From an optimization exercise on the open Yosys and OpenROAD flow, aimed at small area; shortcuts taken in it are not production practice.
Function was checked by simulation only, so behaviour that the tests miss may differ from the original.
In every run shown here, the design's own scripts or RTL, not TritonCTS, make the clock network.
The flow treats the clock pin as an ideal source. Dropping or thinning the clock tree relies on that and would not hold on a real chip.
Power and IR drop assume default switching activity.

**flow/design.v**
```verilog
`timescale 1ns / 1ps
module sevensegdecoder(Seg,HexVal);
	output 	[0:6] Seg;
	input 	[3:0] HexVal;
	wire h3 = HexVal[3], h2 = HexVal[2], h1 = HexVal[1], h0 = HexVal[0];
	wire one  = ~h3 & ~h2 & ~h1 & h0;
	wire four = h2 & ~h1 & ~h0;
	wire svn  = h2 & h1 & h0;
	assign Seg[0] = one | four;                     
	assign Seg[1] = h2 & (h1 ^ h0);                 
	assign Seg[2] = ~h2 & h1 & ~h0;                 
	assign Seg[3] = one | four | svn;               
	assign Seg[4] = h0 | (h2 & ~h1);                
	assign Seg[5] = (~h2 & h1) | (h1 & h0) | (~h3 & ~h2 & h0);  
	assign Seg[6] = (~h3 & ~h2 & ~h1) | svn;        
endmodule
`timescale 1ns / 1ps
module TopLevelModule(seg, an, clk, rst, dp, start, stop, dswitch, reset, lap, TimeSet);
    output [0:6] seg;
    output [3:0] an;
    output [0:0] dp;
    input clk, rst, start, stop, dswitch, reset, lap, TimeSet;
    localparam integer TICK_LIMIT = 500;
    reg       tick, running, flashing, started, countDirection, resetState, lapState, setState;
    reg [8:0] count;           
    reg [3:0] A, C, D;
    reg [2:0] B;
    reg [3:0] lapA, lapC, lapD;
    reg [2:0] lapB;
    reg [5:0] lo;
    reg [1:0] slot;
    reg [4:0] fl;
    reg       blank;           
    reg [3:0] Hex;             
    wire zA = ~|A, zB = ~|B, zC = ~|C, zD = ~|D;
    wire zero = zA & zB & zC & zD;
    wire r1   = ~stop & (start | running);            
    wire n_countDirection = r1 ? countDirection : dswitch;
    wire n_resetState     = r1 ? resetState : reset;
    wire st1  = ~reset & started;
    wire zstop = zero & st1 & ~setState;               
    wire n_running  = r1 & ~zstop;
    wire n_flashing = zero & (zstop | (~start & ~stop & flashing));
    wire n_started  = ~zero | (st1 & setState);
    wire n_lapState = (lap & n_countDirection) | (~n_resetState & ~start & lapState);
    wire n_setState = n_running ? setState : TimeSet;
    wire [8:0] sum = count - (n_setState ? 9'd5 : 9'd1);
    wire wrap = n_setState ? (count < 9'd5) : (count == 9'd0);    
    wire tick_en = wrap & ~tick;                       
    wire up = n_countDirection;
    wire clr = tick_en & n_resetState;
    wire sD = tick_en & n_running;
    wire sC = sD & (up ? (D[3] & D[0]) : zD);
    wire sB = sC & (up ? (C[3] & C[0]) : zC);
    wire sA = sB & (up ? (B[2] & B[0]) : zB);
    function [3:0] tog10;   
        input [3:0] q; input u; input z;
        begin
            tog10[0] = 1'b1;
            tog10[1] = u ? (q[0] & ~q[3]) : (~q[0] & ~z);
            tog10[2] = u ? (q[1] & q[0]) : (~q[0] & ~q[1] & (q[2] | q[3]));
            tog10[3] = u ? ((q[2] & q[1] & q[0]) | (q[3] & q[0])) : (~q[0] & ~q[1] & ~q[2]);
        end
    endfunction
    function [2:0] tog6;    
        input [2:0] q; input u; input z;
        begin
            tog6[0] = 1'b1;
            tog6[1] = u ? (q[0] & ~q[2]) : (~q[0] & ~z);
            tog6[2] = u ? ((q[1] & q[0]) | (q[2] & q[0])) : (~q[0] & ~q[1]);
        end
    endfunction
    wire z5 = ~|lo[4:0];
    wire load = z5 & ~lo[5];                           
    wire last = z5 & lo[5];                            
    wire fb = lo[5] ^ lo[4] ^ z5;
    wire [1:0] slot_n = slot + {1'b0, load};
    wire [4:0] fl_n = fl + {4'd0, last & slot[1] & slot[0]};
    reg [3:0] digit;
    always @* begin
        case (slot_n)
            2'd0: digit = lapA;
            2'd1: digit = {1'b0, lapB};
            2'd2: digit = lapC;
            default: digit = lapD;
        endcase
    end
    wire flash_off = flashing & fl_n[4];
    always @(posedge clk) begin
        if (rst) begin
            tick <= 1'b0;
            running <= 1'b0;
            flashing <= 1'b0;
            started <= 1'b0;
            countDirection <= 1'b1;
            resetState <= 1'b0;
            lapState <= 1'b0;
            setState <= 1'b0;
            count <= TICK_LIMIT - 1;
            A <= 0; B <= 0; C <= 0; D <= 0;
            lapA <= 0; lapB <= 0; lapC <= 0; lapD <= 0;
            lo <= 6'd0;
            slot <= 2'd3;
            fl <= 5'd0;
            blank <= 1'b1;
            Hex <= 4'd0;
        end else begin
            running <= n_running;
            flashing <= n_flashing;
            started <= n_started;
            countDirection <= n_countDirection;
            resetState <= n_resetState;
            lapState <= n_lapState;
            setState <= n_setState;
            if (wrap) begin
                count <= TICK_LIMIT - 1;
                tick <= ~tick;
            end else
                count <= sum;
            if (clr) begin
                A <= 0; B <= 0; C <= 0; D <= 0;
            end else begin
                A <= A ^ ({4{sA}} & tog10(A, up, zA));
                B <= B ^ ({3{sB}} & tog6(B, up, zB));
                C <= C ^ ({4{sC}} & tog10(C, up, zC));
                D <= D ^ ({4{sD}} & tog10(D, up, zD));
            end
            if (~n_lapState) begin
                lapA <= A; lapB <= B; lapC <= C; lapD <= D;
            end
            lo <= {lo[4:0], fb};
            slot <= slot_n;
            fl <= fl_n;
            if (load) Hex <= digit;
            blank <= flash_off | (blank & ~load);
        end
    end
    sevensegdecoder u1(.Seg(seg), .HexVal(Hex));
    assign an = blank ? 4'b1111 : ~(4'b1000 >> slot);
    assign dp = slot[0];
endmodule
```
**flow/flow/run.sh**
```bash
#!/bin/bash
# Own layout flow: the standard ORFS flow (same make targets, config and SDC), except:
#  - synthesis maps the logic with an area-oriented ABC script (flow/area.abc: three timed
#    &deepsyn AIG searches in a row, then area mapping), run several times with different
#    search seeds, keeping the smallest result (flow/abc_multi.tcl); every step
#    before ABC is the standard synthesis unchanged, so register names and types are the same;
#    Adders are left to ABC too (ADDER_MAP_FILE empty: no half/full-adder cells mapped first);
#  - port buffers are the smallest buffer (buf_1);
#  - the clock tree is one level of clock buffers, one per cluster of flip-flops
#    (flow/clock_buffer.tcl), instead of TritonCTS's
#    H-tree; the rest of the CTS step (placement legalisation, timing repair) is unchanged.
# ORFS's scripts are copied to ./scripts and patched only at those two places.
# Each tool's output goes to a log file in this folder (and ORFS's own logs under orfs/logs).
set -euo pipefail
W=$(pwd)
S=$W/scripts
rm -rf "$S"
cp -r "$FLOW_HOME/scripts" "$S"

# synthesis: ORFS's synth.tcl with our ABC script
sed -i "s#log_cmd abc {\*}\$abc_args#source $W/flow/abc_multi.tcl#" "$S/synth.tcl"
grep -q "source $W/flow/abc_multi.tcl" "$S/synth.tcl"
# CTS: one clock buffer instead of clock_tree_synthesis
sed -i "s#log_cmd clock_tree_synthesis {\*}\$cts_args#source $W/flow/clock_buffer.tcl#" "$S/cts.tcl"
grep -q "source $W/flow/clock_buffer.tcl" "$S/cts.tcl"

export OWN_FLOW_DIR=$W/flow
export OWN_ABC_RUNS=${OWN_ABC_RUNS:-4}
export OWN_CLOCK_BUFFER=${OWN_CLOCK_BUFFER:-sky130_fd_sc_hd__clkbuf_8}
export OWN_CLOCK_CLUSTERS=${OWN_CLOCK_CLUSTERS:-4}
RESULTS=$W/orfs/results/$FLOW_PLATFORM/TopLevelModule/base
make -C "$FLOW_HOME" DESIGN_CONFIG="$W/config.mk" WORK_HOME="$W/orfs" CLKGATE_MAP_FILE= \
  SCRIPTS_DIR="$S" SYNTH_SCRIPT="$W/synth_recipe.tcl" ADDER_MAP_FILE= \
  BUFFER_PORTS_ARGS="-buffer_cell sky130_fd_sc_hd__buf_1" \
  finish > "$W/make_finish.log" 2>&1

: # left out here: write the final layout as DEF
```
**flow/flow/abc_multi.tcl**
```tcl
# Runs ABC several times on the same logic, with the deepsyn search seeded differently each time
# (flow/area.abc with @S1@ @S2@ @S3@ replaced), and keeps the mapping with the smallest cell area.
# Sourced by synth.tcl in place of its single "abc" call; $abc_args and $lib_args come from there.
set own_args [lrange $abc_args 2 end]
set own_dir $::env(OWN_FLOW_DIR)
set own_tmp $::env(OBJECTS_DIR)
set own_template [read [open $own_dir/area.abc]]
design -save own_pre_abc
set own_best 1e18
set own_runs $::env(OWN_ABC_RUNS)
for {set r 0} {$r < $own_runs} {incr r} {
  set script [string map [list @S1@ [expr {3*$r+1}] @S2@ [expr {3*$r+2}] @S3@ [expr {3*$r+3}]] $own_template]
  set f [open $own_tmp/own_abc_$r.script w]
  puts $f $script
  close $f
  design -load own_pre_abc
  log_cmd abc -script $own_tmp/own_abc_$r.script {*}$own_args
  tee -q -o $own_tmp/own_abc_$r.stat stat {*}$lib_args
  set area 1e18
  regexp {Chip area for module[^:]*:\s*([0-9.]+)} [read [open $own_tmp/own_abc_$r.stat]] -> area
  puts "own abc run $r: area $area"
  if {$area < $own_best} {
    set own_best $area
    design -save own_best_abc
  }
}
design -load own_best_abc
puts "own abc: kept area $own_best"
```
**flow/flow/area.abc**
```
strash
&get -n
&deepsyn -T 20 -S @S1@
&deepsyn -T 20 -S @S2@
&deepsyn -T 20 -S @S3@
&put
dch -f
amap
topo
```
**flow/flow/clock_buffer.tcl**
```tcl
# Replaces TritonCTS's H-tree for this small design: the clock sinks are split into a few
# clusters by location (k-means with a cap on the cluster size), and one clock buffer, placed at each cluster's centre, drives
# that cluster. The clock port drives only those buffers.
set block [ord::get_db_block]
set clk_net [$block findNet clk]
set k $::env(OWN_CLOCK_CLUSTERS)
set pins {}
foreach iterm [$clk_net getITerms] {
  set bbox [[$iterm getInst] getBBox]
  lappend pins [list $iterm [expr {([$bbox xMin] + [$bbox xMax]) / 2.0}] \
                            [expr {([$bbox yMin] + [$bbox yMax]) / 2.0}]]
}
set n [llength $pins]
# initial centres: sinks sorted by x+y, spread evenly
set sorted [lsort -real -index 1 $pins]
set centres {}
for {set c 0} {$c < $k} {incr c} {
  set p [lindex $sorted [expr {int(($c + 0.5) * $n / $k)}]]
  lappend centres [list [lindex $p 1] [lindex $p 2]]
}
# balanced k-means: each cluster takes at most cap sinks, nearest pairs first
set cap [expr {($n + $k - 1) / $k + 1}]
for {set it 0} {$it < 30} {incr it} {
  set pairs {}
  set i 0
  foreach p $pins {
    for {set c 0} {$c < $k} {incr c} {
      lassign [lindex $centres $c] cx cy
      lappend pairs [list [expr {abs([lindex $p 1] - $cx) + abs([lindex $p 2] - $cy)}] $i $c]
    }
    incr i
  }
  set assign [lrepeat $n -1]
  set count [lrepeat $k 0]
  foreach pr [lsort -real -index 0 $pairs] {
    lassign $pr d i c
    if {[lindex $assign $i] >= 0 || [lindex $count $c] >= $cap} { continue }
    lset assign $i $c
    lset count $c [expr {[lindex $count $c] + 1}]
  }
  set sums {}
  for {set c 0} {$c < $k} {incr c} { lappend sums [list 0.0 0.0 0] }
  foreach p $pins a $assign {
    lassign [lindex $sums $a] sx sy sn
    lset sums $a [list [expr {$sx + [lindex $p 1]}] [expr {$sy + [lindex $p 2]}] [expr {$sn + 1}]]
  }
  for {set c 0} {$c < $k} {incr c} {
    lassign [lindex $sums $c] sx sy sn
    if {$sn > 0} { lset centres $c [list [expr {$sx / $sn}] [expr {$sy / $sn}]] }
  }
}
for {set c 0} {$c < $k} {incr c} {
  set loads {}
  foreach p $pins a $assign {
    if {$a == $c} {
      set it [lindex $p 0]
      lappend loads [get_pins [[$it getInst] getName]/[[$it getMTerm] getName]]
    }
  }
  if {[llength $loads] == 0} { continue }
  lassign [lindex $centres $c] cx cy
  set cx [ord::dbu_to_microns [expr {int($cx)}]]
  set cy [ord::dbu_to_microns [expr {int($cy)}]]
  set buf [insert_buffer -buffer_cell $::env(OWN_CLOCK_BUFFER) -net clk -load_pins $loads \
    -location [list $cx $cy] -buffer_name clkbuf_leaf_$c -net_name clk_leaf_$c]
  set dbuf [$block findInst [get_full_name $buf]]
  foreach iterm [$dbuf getITerms] {
    if {[$iterm isOutputSignal]} { [$iterm getNet] setSigType CLOCK }
  }
  puts "clock cluster $c: [llength $loads] sinks, buffer [get_full_name $buf] at $cx $cy"
}
```
**flow/standard.sh**
```bash
#!/bin/bash
# synth_recipe.tcl (not shown) runs the flow's synth.tcl, then flattens the netlist and writes it again
# the make line also repeats each setting of config.mk as NAME=value (left out here)
make -C /OpenROAD-flow-scripts/flow DESIGN_CONFIG=/design/flow/config.mk WORK_HOME=/design/flow/orfs CLKGATE_MAP_FILE= SYNTH_SCRIPT=/design/flow/synth_recipe.tcl "${@:-finish}"
```
**flow/config.mk**
```make
export PLATFORM = sky130hd
export DESIGN_NAME = TopLevelModule
export DESIGN_NICKNAME = TopLevelModule
export VERILOG_FILES = /design/flow/design.v
export SDC_FILE = /design/flow/constraint.sdc
export NUM_CORES = 4
export LEC_CHECK = 0
export CAP_MARGIN = 0
export CORE_MARGIN = 2
export CORE_UTILIZATION = 40
export GPL_TIMING_DRIVEN = 0
export PLACE_DENSITY = 0.6
export SLEW_MARGIN = 0
```
**flow/constraint.sdc**
```tcl
create_clock -name core_clock -period 10.0 [get_ports {clk}]
set_input_delay 2.0000 -clock core_clock [delete_from_list [all_inputs] [get_ports {clk}]]
set_output_delay 2.0000 -clock core_clock [all_outputs]
set_load 0.01 [all_outputs]
```
==> run summary, run 1 <==
* Mapped Cells at 334
* Status: no timing/DRC/antenna violations
* Syn_area_per_cell at 7.76 um2
* WP buf/inv at 3
* Leakage at 0.956 nW
* Crit-path leading delay family: simple AND/OR/NAND/NOR gates
* Skew-Pair Late Insertion Delay at 160 ps
* Commonest cells after routing, fill and taps aside: dfxtp_1, nor2_1, clkinv_1
* Core area at 6310 um2
* Final period demand of the worst path at 6370 ps
* Slew Limit Fails at 0
* Core Rows at 29
* Critical Path Most Common Cell: nor2_1
* First-pass GRT wire length at 9230 um
* Pwr Density at 146 nW/um2
* Post-Synth Simple-Gate Area at 23.5%
* Post-Syn Area at 2590 um2
* Diode count at 0
* Max incr delay on CP at 350 ps
* Tcrit/Tclk final at 63.7%
* RSZ-0062 raised after global routing: no
* Max VDD drop at 0.000119 V
* Maximum fanout along the worst path at 4
* Share of cells above drive strength 1 at 1.12%
* Clock transition at path regs at 110 ps
* DRC at 0
* Vias at 2202
* Chip width at 84.5 um
* Synth unique cells at 28
* Worst setup SP type: input pin
* Compound-Gate Fraction of Synth Area at 19.5%
* Final TNS setup at 0 ps
* Final Hold Violating Endpoints at 0
* Vias in the first global route at 2100
* Post-synth net total at 342
* Vias per inst at 5.07
* Pwr Total at 410 uW
* Max-cap viol count at 0
* Setup Buffers After CTS at 0
* Slew headroom at 37.3%
* Seq/Total Area, Yosys at 50.2%
* Adder-cell share of the synthesized area at 0%
* Post-CTS sizing at 0
* Post-synthesis mux area share at 0%
* CP required at 10070 ps
* Port bufs at 19
* FMAX at 0.157 GHz
* I/O pin count at 20
* Syn-to-layout area delta at 8.59%
* DP HPWL at 3870 um
* Global route overflow at 0
* Worst Max-Slew Pin Slew at 940 ps
* Final setup vio count at 0
* Initial antenna violation count at 0
* Commonest non-fill, non-tap cell in the layout: dfxtp_1
* Max stage delay cell, worst path: o32a_1
* Setup Skew at 26.0 ps
* Class of the worst hold path: register to register
* Yosys warnings at 1
* Routed wire per std cell at 11.5 um
* Post-synthesis xor/xnor area fraction at 0%
* Die area at 7140 um2
* Die height at 84.5 um
* Crit. End Element: register
* Global-route usage over all layers at 14.7%
* Final net count at 367
* WL final at 5000 um
* DRT Pass-1 Iters at 4
* Pin count of the biggest net entering global routing at 22
* WS Path Type: input pin to register
* Initial Utilization at 41.0%
* Initial DRC count at 123
* Post-route ant nets at 0
* Cts hold-fix bufs at 0
* Critical path arrival at 6440 ps
* Flops & latches, synth at 65
* Largest family of logic cells by synthesized area: simple AND/OR/NAND/NOR gates
* Routability cong. at 0.784
==> sequential cells by signal, indices dropped and copies added (netlist names) <==
register        flops
fl                  5
lapC                4
lapA                4
flashing            1
tick                1
resetState          1
D                   4
C                   4
countDirection      1
lapD                4
started             1
B                   3
A                   4
lapState            1
Hex                 4
running             1
lo                  6
blank               1
lapB                3
setState            1
count               9
slot                2
==> cell type report, clock buffers not listed <==
type | instances | area, um2
Fill cell | 681 | 3500
Multi-Input combinational cell | 222 | 1110
Inverter | 47 | 176
Tap cell | 77 | 96.3
Sequential cell | 65 | 1300
Timing Repair Buffer | 19 | 71.3
==> synth_stat cells <==
cell type / n / share of area (%)
o32a_1: 1 / 0.39
dfxtp_1: 65 / 50
nor3_1: 12 / 2.3
nand3_1: 12 / 2.3
a32oi_1: 1 / 0.34
o221ai_1: 3 / 1.0
and2_0: 2 / 0.48
nor2b_1: 4 / 0.97
nand2_1: 40 / 5.8
and3_1: 1 / 0.24
a221oi_1: 3 / 1.0
a211o_1: 1 / 0.34
a31oi_1: 6 / 1.4
o21ai_0: 23 / 4.4
o21a_1: 2 / 0.58
a31o_1: 3 / 1.0
nand4_1: 2 / 0.48
o211ai_1: 2 / 0.58
o22ai_1: 11 / 2.7
a21oi_1: 11 / 2.1
a211oi_1: 10 / 2.9
or3_1: 1 / 0.24
clkinv_1: 47 / 6.8
nor2_1: 62 / 9.0
nor4_1: 3 / 0.72
or2_0: 4 / 0.97
o22a_1: 1 / 0.34
a22oi_1: 1 / 0.29
==> cells by family (layout without fill, tap and decap cells) <==
group                  Yosys count  after routing
buffers and inverters           47             70
AND/OR/NAND/NOR                143            143
AO/OA/AOI/OAI                   79             79
flip-flops                      65             65
==> report_power, final <==
part,total (mW),internal [mW],switching (mW)
registers,0.275,0.266,0.00832
logic,0.0355,0.0105,0.0250
clock network,0.0996,0.0371,0.0625
total,0.410,0.314,0.0959
==> per-stage QoR <==
step | setup WS, ps | util [%] | hold WS (ps) | std cells | cell area, um2
floorplan | 4330 | - | 372 | 334 | 2590
global placement | 3540 | 43.7 | 382 | 430 | 2760
detailed placement | 3430 | 43.7 | 397 | 430 | 2760
CTS | 3430 | 44.6 | 398 | 434 | 2810
global route | 2950 | 44.6 | 442 | 434 | 2810
finish | 3630 | 44.6 | 420 | 434 | 2810
==> worst paths after layout <==
path | start | to | slack, ps | depth (start not counted)
max | reset | A[3] | 3630 | 26
min | count[0] | count[0] | 420 | 1
max reg2reg | A[1] | A[3] | 4970 | 27
min reg2reg | count[0] | count[0] | 420 | 1
==> per-layer routing <==
layer	vias up	global-route usage (%)	part of all wire [%]
met3	4	1.47	3.0
met5	-	0	0
met2	21	25.8	47
met4	0	1.15	0.80
li1	1188	-	-
met1	989	20.6	49
==> run 2: changes to the inputs <==
--- a/flow/flow/run.sh
+++ b/flow/flow/run.sh
@@ -1,7 +1,8 @@
 #!/bin/bash
 # Own layout flow: the standard ORFS flow (same make targets, config and SDC), except:
 #  - synthesis maps the logic with an area-oriented ABC script (flow/area.abc: three timed
-#    &deepsyn AIG searches in a row, then area mapping), run several times with different
+#    &deepsyn AIG searches in a row, then area mapping with more area-recovery passes), run
+#    several times with different
 #    search seeds, keeping the smallest result (flow/abc_multi.tcl); every step
 #    before ABC is the standard synthesis unchanged, so register names and types are the same;
 #    Adders are left to ABC too (ADDER_MAP_FILE empty: no half/full-adder cells mapped first);
==> flow/flow/area.abc (replaced) <==
strash
&get -n
&deepsyn -T 20 -S @S1@
&deepsyn -T 20 -S @S2@
&deepsyn -T 20 -S @S3@
&put
dch -f
amap -m -F 20 -A 30
topo
==> run 2 against run 1 <==
Via count decreased by 1.5%; critical endpoint is now A[2]; area after synthesis decreased by 1.3%; global-route usage decreased by 0.42 points.
==> run summary, run 2 <==
* Max stage delay cell, worst path: nor4_1
* Compound-Gate Fraction of Synth Area at 20.8% (+1.4 points)
* Syn_area_per_cell at 7.99 um2 (+3.0%)
* Maximum fanout along the worst path at 4 (unchanged)
* Slew headroom at 38.2% (+0.83 points)
* Initial antenna violation count at 0 (unchanged)
* Post-CTS sizing at 0 (unchanged)
* Routed wire per std cell at 11.8 um (+2.6%)
* Post-synthesis xor/xnor area fraction at 0% (unchanged)
* Pwr Total at 410 uW (about the same)
* Number of flip-flops in the largest register at 9 (unchanged)
* Regs by FF count: count x9, lo x6, fl x5
* Worst setup margin at 3400 ps (-228 ps)
* Initial Utilization at 40.7% (-0.30 points)
* DP Worst Slack at 3140 ps (-288 ps)
* I/O pin count at 20 (unchanged)
* Final setup vio count at 0 (unchanged)
* RSZ-0062 raised after global routing: no
* Die height at 84.0 um (-0.62%)
* Max VDD drop at 0.000113 V (-4.6%)
* Critical path arrival at 6630 ps (+190 ps)
* Cts hold-fix bufs at 0 (unchanged)
* Tcrit/Tclk final at 66.0% (+2.3 points)
* Core area at 6280 um2 (-0.57%)
* Port bufs at 19 (unchanged)
* EDFF count, synth at 0 (unchanged)
* Routability cong. at 0.797 (+1.7%)
* Final Hold Violating Endpoints at 0 (unchanged)
* First-pass GRT wire length at 8910 um (-3.4%)
* Share of cells above drive strength 1 at 1.45% (+0.33 points)
* Vias at 2169 (-1.5%)
* Max incr delay on CP at 500 ps (+150 ps)
* Crit path to: A[2]
* Adder-cell share of the synthesized area at 0% (unchanged)
* Global-route usage over all layers at 14.3% (-0.42 points)
* Core Rows at 29 (unchanged)
* Yosys warnings at 1 (unchanged)
* Global route overflow at 0 (unchanged)
* DRT Pass-1 Iters at 4 (unchanged)
* Commonest non-fill, non-tap cell in the layout: dfxtp_1
* Leakage at 1.01 nW (+5.6%)
* Synth unique cells at 33 (+18%)
* Initial DRC count at 154 (+25%)
* Slew Limit Fails at 0 (unchanged)
* Flops & latches, synth at 65 (unchanged)
* Largest family of logic cells by synthesized area: simple AND/OR/NAND/NOR gates
* Class of the worst hold path: register to register
* WL final at 4970 um (-0.48%)
* Syn-to-layout area delta at 9.00%
* Fin area at 2790 um2 (-0.93%)
* Worst Max-Slew Pin Slew at 924 ps (-15.9 ps)
* Vias per inst at 5.15 (+1.5%)
* Leading cell types by count after synthesis: dfxtp_1, nor2_1, clkinv_1
* Critical Path Most Common Cell: nor2_1
* Final period demand of the worst path at 6600 ps (+228 ps)
* Post-Syn Area at 2560 um2 (-1.3%)
* Post-route ant nets at 0 (unchanged)
* Max-cap viol count at 0 (unchanged)
* DRC at 0 (unchanged)
* Skew-Pair Late Insertion Delay at 160 ps (about the same)
* Crit. Startpoint: start
* Pin count of the biggest net entering global routing at 21 (-4.5%)
* Diode count at 0 (unchanged)
* Worst r2r src: C[0]
* WS Path Type: input pin to register
* R2R Setup Slk at 4080 ps (-890 ps)
* Vias in the first global route at 2039 (-2.9%)
* Commonest cells after routing, fill and taps aside: dfxtp_1, nor2_1, clkinv_1
* Top reg by flops: count
* Cell taking the most area after synthesis: dfxtp_1
* Sequential Area at 1300 um2 (unchanged)
* Post-synthesis mux area share at 0% (unchanged)
* Setup Skew at 16.1 ps (-9.91 ps)
* Chip width at 84.0 um (-0.62%)
* Setup Buffers After CTS at 0 (unchanged)
* FF-to-FF path depth at 29 (+7.4%)
* Worst setup SP type: input pin
* Post-Synth Simple-Gate Area at 22.6% (-0.96 points)
* Clock transition at path regs at 100 ps (about the same)
* Final net count at 354 (-3.5%)
* Status: no timing/DRC/antenna violations
* Cell Area, Placed at 2730 um2 (-0.95%)
* Area of the multi-input gates at 1110 um2 (-0.34%)
* Die area at 7050 um2 (-1.2%)
* Mapped Cells at 320 (-4.2%)
* Post-synth top flop: dfxtp_1
* Count leader, synth: dfxtp_1
* Async S/R FF share, synth at 0% (unchanged)
* Final TNS setup at 0 ps (unchanged)
* FMAX at 0.152 GHz (-3.5%)
* Post-synth net total at 328 (-4.1%)
* Top cell type's share of synthesized area at 50.9% (+0.66 points)
* Crit. End Element: register
* Worst reg2reg endpoint: A[2]
* Synth top area cells: dfxtp_1, nor2_1, clkinv_1
* DP HPWL at 3820 um (-1.4%)
* Seq/Total Area, Yosys at 50.9% (+0.66 points)
* Pwr Density at 147 nW/um2 (+1.0%)
* CP required at 10030 ps (-40 ps)
* Fillcell total at 661 (-2.9%)
run 2: worst min path at each step:
| stage | start | to | slack, ps | depth (start not counted) |
|---|---|---|---|---|
| finish | count[0] | count[0] | 410 | 1 |
| global route | lo[2] | lo[3] | 450 | 2 |
| CTS | count[0] | count[0] | 390 | 1 |
| detailed placement | count[0] | count[0] | 390 | 1 |
| global placement | count[0] | count[0] | 380 | 1 |
| floorplan | count[0] | count[0] | 370 | 1 |
run 2: cell type report, clock buffers not listed:
cell class / instances / share of cell area (%)
well taps: 77 / 3.46
flip-flops and latches: 65 / 46.7
inverters: 39 / 5.25
repair buffers: 20 / 2.83
multi-input cells: 216 / 39.8
run 2: per-stage QoR:
stage	hold slack [ps]	utilization, %	instances
floorplan	372	-	320
global placement	383	43.4	416
detailed placement	387	43.5	417
CTS	388	44.4	421
global route	448	44.4	421
finish	409	44.4	421
run 2: worst max-delay path, delay by kind of cell:
family,cells,cell delay [ps]
AND/OR/NAND/NOR,17,3030
buffers and inverters,4,610
AO/OA/AOI/OAI,6,980
run 2: cells by family (layout without fill, tap and decap cells):
group           Yosys count  after routing
flops                    65             65
buf+inv                  39             63
simple gates            134            134
compound gates           82             82
run 2: metal layers:
layer | share of wire, % | vias up | GRT usage [%]
met3 | 3.3 | 9 | 0.989
met2 | 46 | 40 | 26.2
met1 | 49 | 951 | 18.8
met4 | 1.9 | 0 | 2.20
met5 | 0 | - | 0
li1 | - | 1169 | -
run 2: power by group:
group	internal, mW	switching, mW
registers	0.267	0.00609
clock network	0.0371	0.0630
logic	0.0109	0.0262
total	0.315	0.0953
==> run 3: changes to the inputs <==
==> flow/flow/run.sh (replaced) <==
#!/bin/bash
# Own layout flow: the standard ORFS flow (same make targets, config and SDC), except:
#  - synthesis maps the logic with an area-oriented ABC script (flow/area.abc: three timed
#    &deepsyn AIG searches in a row, then area mapping with more area-recovery passes), run
#    several times with different search seeds, keeping the smallest result
#    (flow/abc_multi.tcl). Every step before ABC is the standard synthesis unchanged, so
#    register names and types are the same. Adders are left to ABC too (ADDER_MAP_FILE
#    empty: no half/full-adder cells are mapped before ABC);
#  - port buffers are the smallest buffer (buf_1);
#  - the clock tree is one level of clock buffers, one per cluster of flip-flops
#    (flow/clock_buffer.tcl), instead of TritonCTS's H-tree; the rest of the CTS step
#    (placement legalisation, timing repair) is unchanged.
# ORFS's scripts are copied to ./scripts and patched only at those two places (synth.tcl's
# abc call and cts.tcl's clock_tree_synthesis call).
# Each tool's output goes to a log file in this folder (and ORFS's own logs under orfs/logs).
set -euo pipefail
W=$(pwd)
S=$W/scripts
rm -rf "$S"
cp -r "$FLOW_HOME/scripts" "$S"

# synthesis: ORFS's synth.tcl with our ABC runs
sed -i "s#log_cmd abc {\*}\$abc_args#source $W/flow/abc_multi.tcl#" "$S/synth.tcl"
grep -q "source $W/flow/abc_multi.tcl" "$S/synth.tcl"
# CTS: a clock buffer per flip-flop cluster instead of clock_tree_synthesis
sed -i "s#log_cmd clock_tree_synthesis {\*}\$cts_args#source $W/flow/clock_buffer.tcl#" "$S/cts.tcl"
grep -q "source $W/flow/clock_buffer.tcl" "$S/cts.tcl"

export OWN_FLOW_DIR=$W/flow
export OWN_ABC_RUNS=${OWN_ABC_RUNS:-4}
export OWN_CLOCK_BUFFER=${OWN_CLOCK_BUFFER:-sky130_fd_sc_hd__clkbuf_8}
export OWN_CLOCK_CLUSTERS=${OWN_CLOCK_CLUSTERS:-4}
RESULTS=$W/orfs/results/$FLOW_PLATFORM/TopLevelModule/base
make -C "$FLOW_HOME" DESIGN_CONFIG="$W/config.mk" WORK_HOME="$W/orfs" CLKGATE_MAP_FILE= \
  SCRIPTS_DIR="$S" SYNTH_SCRIPT="$W/synth_recipe.tcl" ADDER_MAP_FILE= \
  BUFFER_PORTS_ARGS="-buffer_cell sky130_fd_sc_hd__buf_1" \
  finish > "$W/make_finish.log" 2>&1

: # left out here: write the final layout as DEF
--- a/flow/flow/clock_buffer.tcl
+++ b/flow/flow/clock_buffer.tcl
@@ -1,5 +1,6 @@
 # Replaces TritonCTS's H-tree for this small design: the clock sinks are split into a few
-# clusters by location (k-means with a cap on the cluster size), and one clock buffer, placed at each cluster's centre, drives
+# clusters by location (k-means with a cap on the cluster size), and one clock buffer,
+# placed at each cluster's centre, drives
 # that cluster. The clock port drives only those buffers.
 set block [ord::get_db_block]
 set clk_net [$block findNet clk]
==> run 3 against run 2 <==
Still clean on timing, DRC and antenna; sequential power hardly changed; flip-flop and latch count stayed put; clock power hardly changed; global-route usage stayed put; total power stayed put; sequential share of layout area stayed put; via count stayed put; final area stayed put.
==> run summary, run 3 <==
* Global-route usage over all layers at 14.3% (unchanged)
* Cell taking the most area after synthesis: dfxtp_1
* Final setup vio count at 0 (unchanged)
* Cts hold-fix bufs at 0 (unchanged)
* Worst setup SP type: input pin
* Hold Path Origin: count[0]
* FMAX at 0.152 GHz (unchanged)
* Initial DRC count at 154 (unchanged)
* Clock transition at path regs at 100 ps (about the same)
* Pwr Density at 147 nW/um2 (unchanged)
* DRC at 0 (unchanged)
* Grt peak-use layer: met2
* WS Path Type: input pin to register
* Commonest cells after routing, fill and taps aside: dfxtp_1, nor2_1, clkinv_1
* First-pass GRT wire length at 8910 um (unchanged)
* Async S/R FF share, synth at 0% (unchanged)
* Syn_area_per_cell at 7.99 um2 (unchanged)
* WP buf/inv at 4 (unchanged)
* Vias at 2169 (unchanged)
* Top cell type's share of synthesized area at 50.9% (unchanged)
* Synth unique cells at 33 (unchanged)
* Skew-Pair Late Insertion Delay at 160 ps (about the same)
* Initial antenna violation count at 0 (unchanged)
* Worst Max-Slew Pin Slew at 924 ps (unchanged)
* Met3 Use GR at 0.989% (unchanged)
* Vias in the first global route at 2039 (unchanged)
* Number of flip-flops in the largest register at 9 (unchanged)
* Non-Filler Instances at 421 (unchanged)
* Slew headroom at 38.2% (unchanged)
* Final net count at 354 (unchanged)
* Crit. Startpoint: start
* RSZ-0062 raised after global routing: no
* Regs by FF count: count x9, lo x6, fl x5
* Seq/Total Area, Yosys at 50.9% (unchanged)
* Class of the worst hold path: register to register
* Setup Skew at 16.1 ps (unchanged)
* Met1 usage at 18.8% (unchanged)
* Cell Area, Placed at 2730 um2 (unchanged)
* Die height at 84.0 um (unchanged)
* Post-synth top flop: dfxtp_1
* Crit. End Element: register
* Slew Limit Fails at 0 (unchanged)
* Post-route ant nets at 0 (unchanged)
* Port bufs at 19 (unchanged)
* DP HPWL at 3820 um (unchanged)
* Yosys warnings at 1 (unchanged)
* Status: no timing/DRC/antenna violations
* Mapped Cells at 320 (unchanged)
* Routability cong. at 0.797 (unchanged)
* Pin count of the biggest net entering global routing at 21 (unchanged)
* Vias per inst at 5.15 (unchanged)
* Core area at 6280 um2 (unchanged)
* CP required at 10030 ps (about the same)
* Routed wire per std cell at 11.8 um (unchanged)
* Synth top area cells: dfxtp_1, nor2_1, clkinv_1
* DRT Pass-1 Iters at 4 (unchanged)
* Global route overflow at 0 (unchanged)
* Placed cells at 417 (unchanged)
* Fin area at 2790 um2 (unchanged)
* Maximum fanout along the worst path at 4 (unchanged)
* Die area at 7050 um2 (unchanged)
* WL final at 4970 um (unchanged)
* Switching power at 95.3 uW (unchanged)
* Worst r2r src: C[0]
* Seq pwr share at 66.5% (about the same)
* Diode count at 0 (unchanged)
* Critical Path Most Common Cell: nor2_1
* Tcrit/Tclk final at 66.0% (unchanged)
* Crit-path leading delay family: simple AND/OR/NAND/NOR gates
* EDFF count, synth at 0 (unchanged)
* Leakage at 1.01 nW (unchanged)
* Gate power share at 9.0% (about the same)
* Max stage delay cell, worst path: nor4_1
* Count leader, synth: dfxtp_1
* Top reg by flops: count
* Setup Buffers After CTS at 0 (unchanged)
* Chip width at 84.0 um (unchanged)
* Post-Syn Area at 2560 um2 (unchanged)
* Post-synth net total at 328 (unchanged)
* Critical path arrival at 6630 ps (about the same)
* Internal cell power at 315 uW (unchanged)
* Commonest non-fill, non-tap cell in the layout: dfxtp_1
* Max-cap viol count at 0 (unchanged)
* Core Rows at 29 (unchanged)
* Initial Utilization at 40.7% (unchanged)
* Max VDD drop at 0.000113 V (unchanged)
* I/O pin count at 20 (unchanged)
* Final Hold Violating Endpoints at 0 (unchanged)
* M2 GR Usage at 26.2% (unchanged)
* Final TNS setup at 0 ps (unchanged)
* Final period demand of the worst path at 6600 ps (unchanged)
* Leading cell types by count after synthesis: dfxtp_1, nor2_1, clkinv_1
* Share of cells above drive strength 1 at 1.45% (unchanged)
* Flops & latches, synth at 65 (unchanged)
* Hold Slack at 409 ps (unchanged)
* Switching Fraction at 23.2% (unchanged)
* Syn-to-layout area delta at 9.00% (unchanged)
* Post-CTS sizing at 0 (unchanged)
* Clock power frac at 24.4% (about the same)
* Max incr delay on CP at 500 ps (about the same)
## run 3: cell counts in the layout (fill, tap and decap cells not counted)
No cell type changed its count.
## run 3: final timing paths
check	endpoint	slack, ps	cells after the start
max	A[2]	3400	27
min reg2reg	count[0]	410	1
min	count[0]	410	1
max reg2reg	A[2]	4080	29
## run 3: cell type report, clock buffers not listed
cell class	instances	area, um2
Fill cell	661	3490
Tap cell	77	96.3
Inverter	39	146
Sequential cell	65	1300
Multi-Input combinational cell	216	1110
Timing Repair Buffer	20	78.8
## run 3: per-layer routing
metal | vias up | part of all wire, %
met1 | 951 | 49
met3 | 9 | 3.3
met5 | - | 0
met2 | 40 | 46
li1 | 1169 | -
met4 | 0 | 1.9
## run 3: cells by family (layout without fill, tap and decap cells)
group                  count (synthesis)  count (layout)  synth area share [%]
and+or+nand+nor                      134             134                  22.6
buffers and inverters                 39              63                  5.72
DFF                                   65              65                  50.9
AOI/OAI and AO/OA                     82              82                  20.8
## run 3: power groups by stage
stage	logic, mW	registers, mW	clock network [mW]
2_1_floorplan	0.0256	0.278	0
3_3_place_gp	0.0364	0.279	0
3_5_place_dp	0.0374	0.279	0
4_1_cts	0.0374	0.279	0.0759
5_1_grt	0.0427	0.274	0.115
6_report	0.0371	0.273	0.100
## run 3: through the flow
| stage | power [mW] | utilization (%) | setup WS [ps] |
|---|---|---|---|
| final | 0.410 | 44.4 | 3400 |
| after global placement | 0.315 | 43.4 | 3180 |
| after CTS | 0.392 | 44.4 | 3130 |
| after floorplan | 0.304 | - | 4020 |
| after global routing | 0.432 | 44.4 | 2620 |
| after detailed placement | 0.316 | 43.5 | 3140 |
==> run 4: changes to the inputs <==
--- a/flow/flow/run.sh
+++ b/flow/flow/run.sh
@@ -27,7 +27,7 @@
 grep -q "source $W/flow/clock_buffer.tcl" "$S/cts.tcl"
 
 export OWN_FLOW_DIR=$W/flow
-export OWN_ABC_RUNS=${OWN_ABC_RUNS:-4}
+export OWN_ABC_RUNS=${OWN_ABC_RUNS:-8}
 export OWN_CLOCK_BUFFER=${OWN_CLOCK_BUFFER:-sky130_fd_sc_hd__clkbuf_8}
 export OWN_CLOCK_CLUSTERS=${OWN_CLOCK_CLUSTERS:-4}
 RESULTS=$W/orfs/results/$FLOW_PLATFORM/TopLevelModule/base
==> run 4 against run 3 <==
Still clean; via count shrank 0.60%; largest cell class unchanged; area after synthesis shrank 0.15%; largest power group unchanged; critical endpoint is now B[2]; die area decreased by 0.14%.
==> run summary, run 4 <==
* Vias per inst at 5.15 (-0.12%)
* Post-synth net total at 327 (-0.30%)
* Max incr delay on CP at 450 ps (-50 ps)
* Max-cap viol count at 0 (unchanged)
* Synth top area cells: dfxtp_1, nor2_1, nand2_1
* DP Worst Slack at 3390 ps (+248 ps)
* Top reg by flops: count
* Pin count of the biggest net entering global routing at 20 (-4.8%)
* Sequential Area at 1300 um2 (unchanged)
* Met3 Use GR at 1.19% (+0.20 points)
* Setup Buffers After CTS at 0 (unchanged)
* RSZ-0062 raised after global routing: no
* Routed wire per std cell at 11.5 um (-2.4%)
* Cell taking the most area after synthesis: dfxtp_1
* Placed cells at 415 (-0.48%)
* Syn-to-layout area delta at 8.72%
* Initial DRC count at 124 (-19%)
* Post-Syn Area at 2550 um2 (-0.15%)
* Area of the multi-input gates at 1100 um2 (-1.0%)
* Final period demand of the worst path at 6490 ps (-105 ps)
* Commonest cells after routing, fill and taps aside: dfxtp_1, nor2_1, nand2_1
* DRT Pass-1 Iters at 4 (unchanged)
* Async S/R FF share, synth at 0% (unchanged)
* Pwr Total at 408 uW (-0.62%)
* Leakage at 0.995 nW (-1.5%)
* Final TNS setup at 0 ps (unchanged)
* M2 GR Usage at 23.3% (-2.9 points)
* Fillcell total at 636 (-3.8%)
* Worst reg2reg endpoint: B[2]
* Critical Path Most Common Cell: nor2_1
* Class of the worst hold path: register to register
* WS Path Type: input pin to register
* Cts hold-fix bufs at 0 (unchanged)
* Skew-Pair Late Insertion Delay at 160 ps (about the same)
* Flops & latches, synth at 65 (unchanged)
* Core Rows at 29 (unchanged)
* Initial antenna violation count at 0 (unchanged)
* Core area at 6280 um2 (unchanged)
* Synth unique cells at 32 (-3.0%)
* Regs by FF count: count x9, lo x6, fl x5
* FF-to-FF path depth at 24 (-17%)
* Number of flip-flops in the largest register at 9 (unchanged)
* Post-route ant nets at 0 (unchanged)
* I/O pin count at 20 (unchanged)
* Vias in the first global route at 1931 (-5.3%)
* Count leader, synth: dfxtp_1
* FMAX at 0.154 GHz (+1.6%)
* Crit. End Element: register
* Die height at 83.9 um (about the same)
* Final setup vio count at 0 (unchanged)
* R2R Setup Slk at 4670 ps (+590 ps)
* First-pass GRT wire length at 8450 um (-5.3%)
* Tcrit/Tclk final at 64.9% (-1.1 points)
* Commonest non-fill, non-tap cell in the layout: dfxtp_1
* Initial Utilization at 40.7% (-0.060 points)
* Diode count at 0 (unchanged)
* Post-synth top flop: dfxtp_1
* Share of cells above drive strength 1 at 1.17% (-0.28 points)
* Global route overflow at 0 (unchanged)
* Slew Limit Fails at 0 (unchanged)
* Clock transition at path regs at 100 ps (about the same)
* Vias at 2156 (-0.60%)
* Met1 usage at 19.5% (+0.64 points)
* Leading cell types by count after synthesis: dfxtp_1, nor2_1, nand2_1
* Grt peak-use layer: met2
* Final net count at 352 (-0.56%)
* Seq/Total Area, Yosys at 51.0% (+0.075 points)
* DRC at 0 (unchanged)
* EDFF count, synth at 0 (unchanged)
* Routability cong. at 0.756 (-5.2%)
* Critical path arrival at 6520 ps (-110 ps)
* Worst Max-Slew Pin Slew at 951 ps (+26.7 ps)
* Status: no timing/DRC/antenna violations
* Mapped Cells at 319 (-0.31%)
* WL final at 4830 um (-2.8%)
* CP required at 10020 ps (about the same)
* Worst setup margin at 3510 ps (+105 ps)
* Non-Filler Instances at 419 (-0.48%)
* Slew headroom at 35.9% (-2.2 points)
* Yosys warnings at 1 (unchanged)
* Pwr Density at 147 nW/um2 (-0.22%)
* Setup Skew at 23.5 ps (+7.47 ps)
* Port bufs at 19 (unchanged)
* Chip width at 83.9 um (about the same)
* Worst r2r src: D[1]
* Global-route usage over all layers at 13.6% (-0.73 points)
* Die area at 7040 um2 (-0.14%)
* DP HPWL at 3670 um (-3.9%)
* Crit. Startpoint: reset
* Worst setup SP type: input pin
* Crit path to: B[2]
* Maximum fanout along the worst path at 4 (unchanged)
* Syn_area_per_cell at 8.01 um2 (+0.17%)
* Top cell type's share of synthesized area at 51.0% (+0.075 points)
* Max stage delay cell, worst path: nor4_1
* Post-CTS sizing at 0 (unchanged)
* Max VDD drop at 0.0000962 V (-15%)
* Final Hold Violating Endpoints at 0 (unchanged)
run 4: stage by stage:
| stage | util (%) | cell area [um2] | hold slack [ps] |
|---|---|---|---|
| 4_1_cts | 44.2 | 2780 | 388 |
| 2_1_floorplan | - | 2550 | 372 |
| 3_3_place_gp | 43.4 | 2720 | 380 |
| 5_1_grt | 44.2 | 2780 | 458 |
| 3_5_place_dp | 43.4 | 2720 | 388 |
| 6_report | 44.2 | 2780 | 409 |
run 4: kinds of logic after synthesis:
| logic type | after synthesis | share of synthesized area [%] |
|---|---|---|
| AOI/OAI and AO/OA | 85 | 21.5 |
| buffers and inverters | 41 | 6.03 |
| DFF | 65 | 51.0 |
| and+or+nand+nor | 128 | 21.5 |
run 4: where the power goes:
group / switching (mW) / total, mW / internal (mW)
Clock: 0.0634 / 0.101 / 0.0371
Combinational: 0.0256 / 0.0356 / 0.00994
Sequential: 0.00522 / 0.271 / 0.266
Total: 0.0943 / 0.408 / 0.313
run 4: routing by layer:
layer / vias up / part of all wire [%] / wire (um)
li1: 1158 / - / -
met1: 969 / 51 / 2480
met2: 25 / 44 / 2150
met3: 4 / 3.2 / 157
met4: 0 / 0.99 / 48
met5: - / 0 / 0
run 4: worst min-delay path by stage:
| stage | startpoint | end | slack (ps) | cells after the start |
|---|---|---|---|---|
| finish | count[0] | count[0] | 410 | 1 |
| global route | count[0] | count[0] | 460 | 1 |
| CTS | count[0] | count[0] | 390 | 1 |
| detailed placement | count[0] | count[0] | 390 | 1 |
| global placement | count[0] | count[0] | 380 | 1 |
| floorplan | count[0] | count[0] | 370 | 1 |
run 4: worst max-delay path, delay by kind of cell:
kind            cells  cell delay, ps
compound gates      6            1200
buf+inv             5             570
simple gates       14            2730
run 4: layout make-up, clock buffers not listed:
cell class	instances	share of cell area [%]
timing repair buffer	19	2.57
sequential	65	46.9
multi-input combinational	213	39.6
inverter	41	5.54
tap	77	3.47

==> re-timing with driven ports <==
In the flow no input, the clock included, has a driving cell. The finished layouts below were timed again as built, in two steps. Step 1: set_driving_cell puts a clkbuf_16 on clk and a buf_2 on each other input, an assumption about the parent block. Step 2 also shifts input and output timing later by t, the mid clock arrival at the registers, as if the neighbouring blocks saw the same clock. Slacks: no drivers / after step 1 / after step 2; pairs: no drivers / after step 1.
run	t, ns	setup WS [ns]	worst slew at a driven data input, ns
run 1	0.207	3.632 / 3.669 / 3.463	0.03
run 2	0.206	3.404 / 3.439 / 3.234	0.03
run 3	0.206	3.404 / 3.439 / 3.234	0.03
run 4	0.206	3.509 / 3.545 / 3.339	0.03
After both steps setup and hold are still met in every run listed.
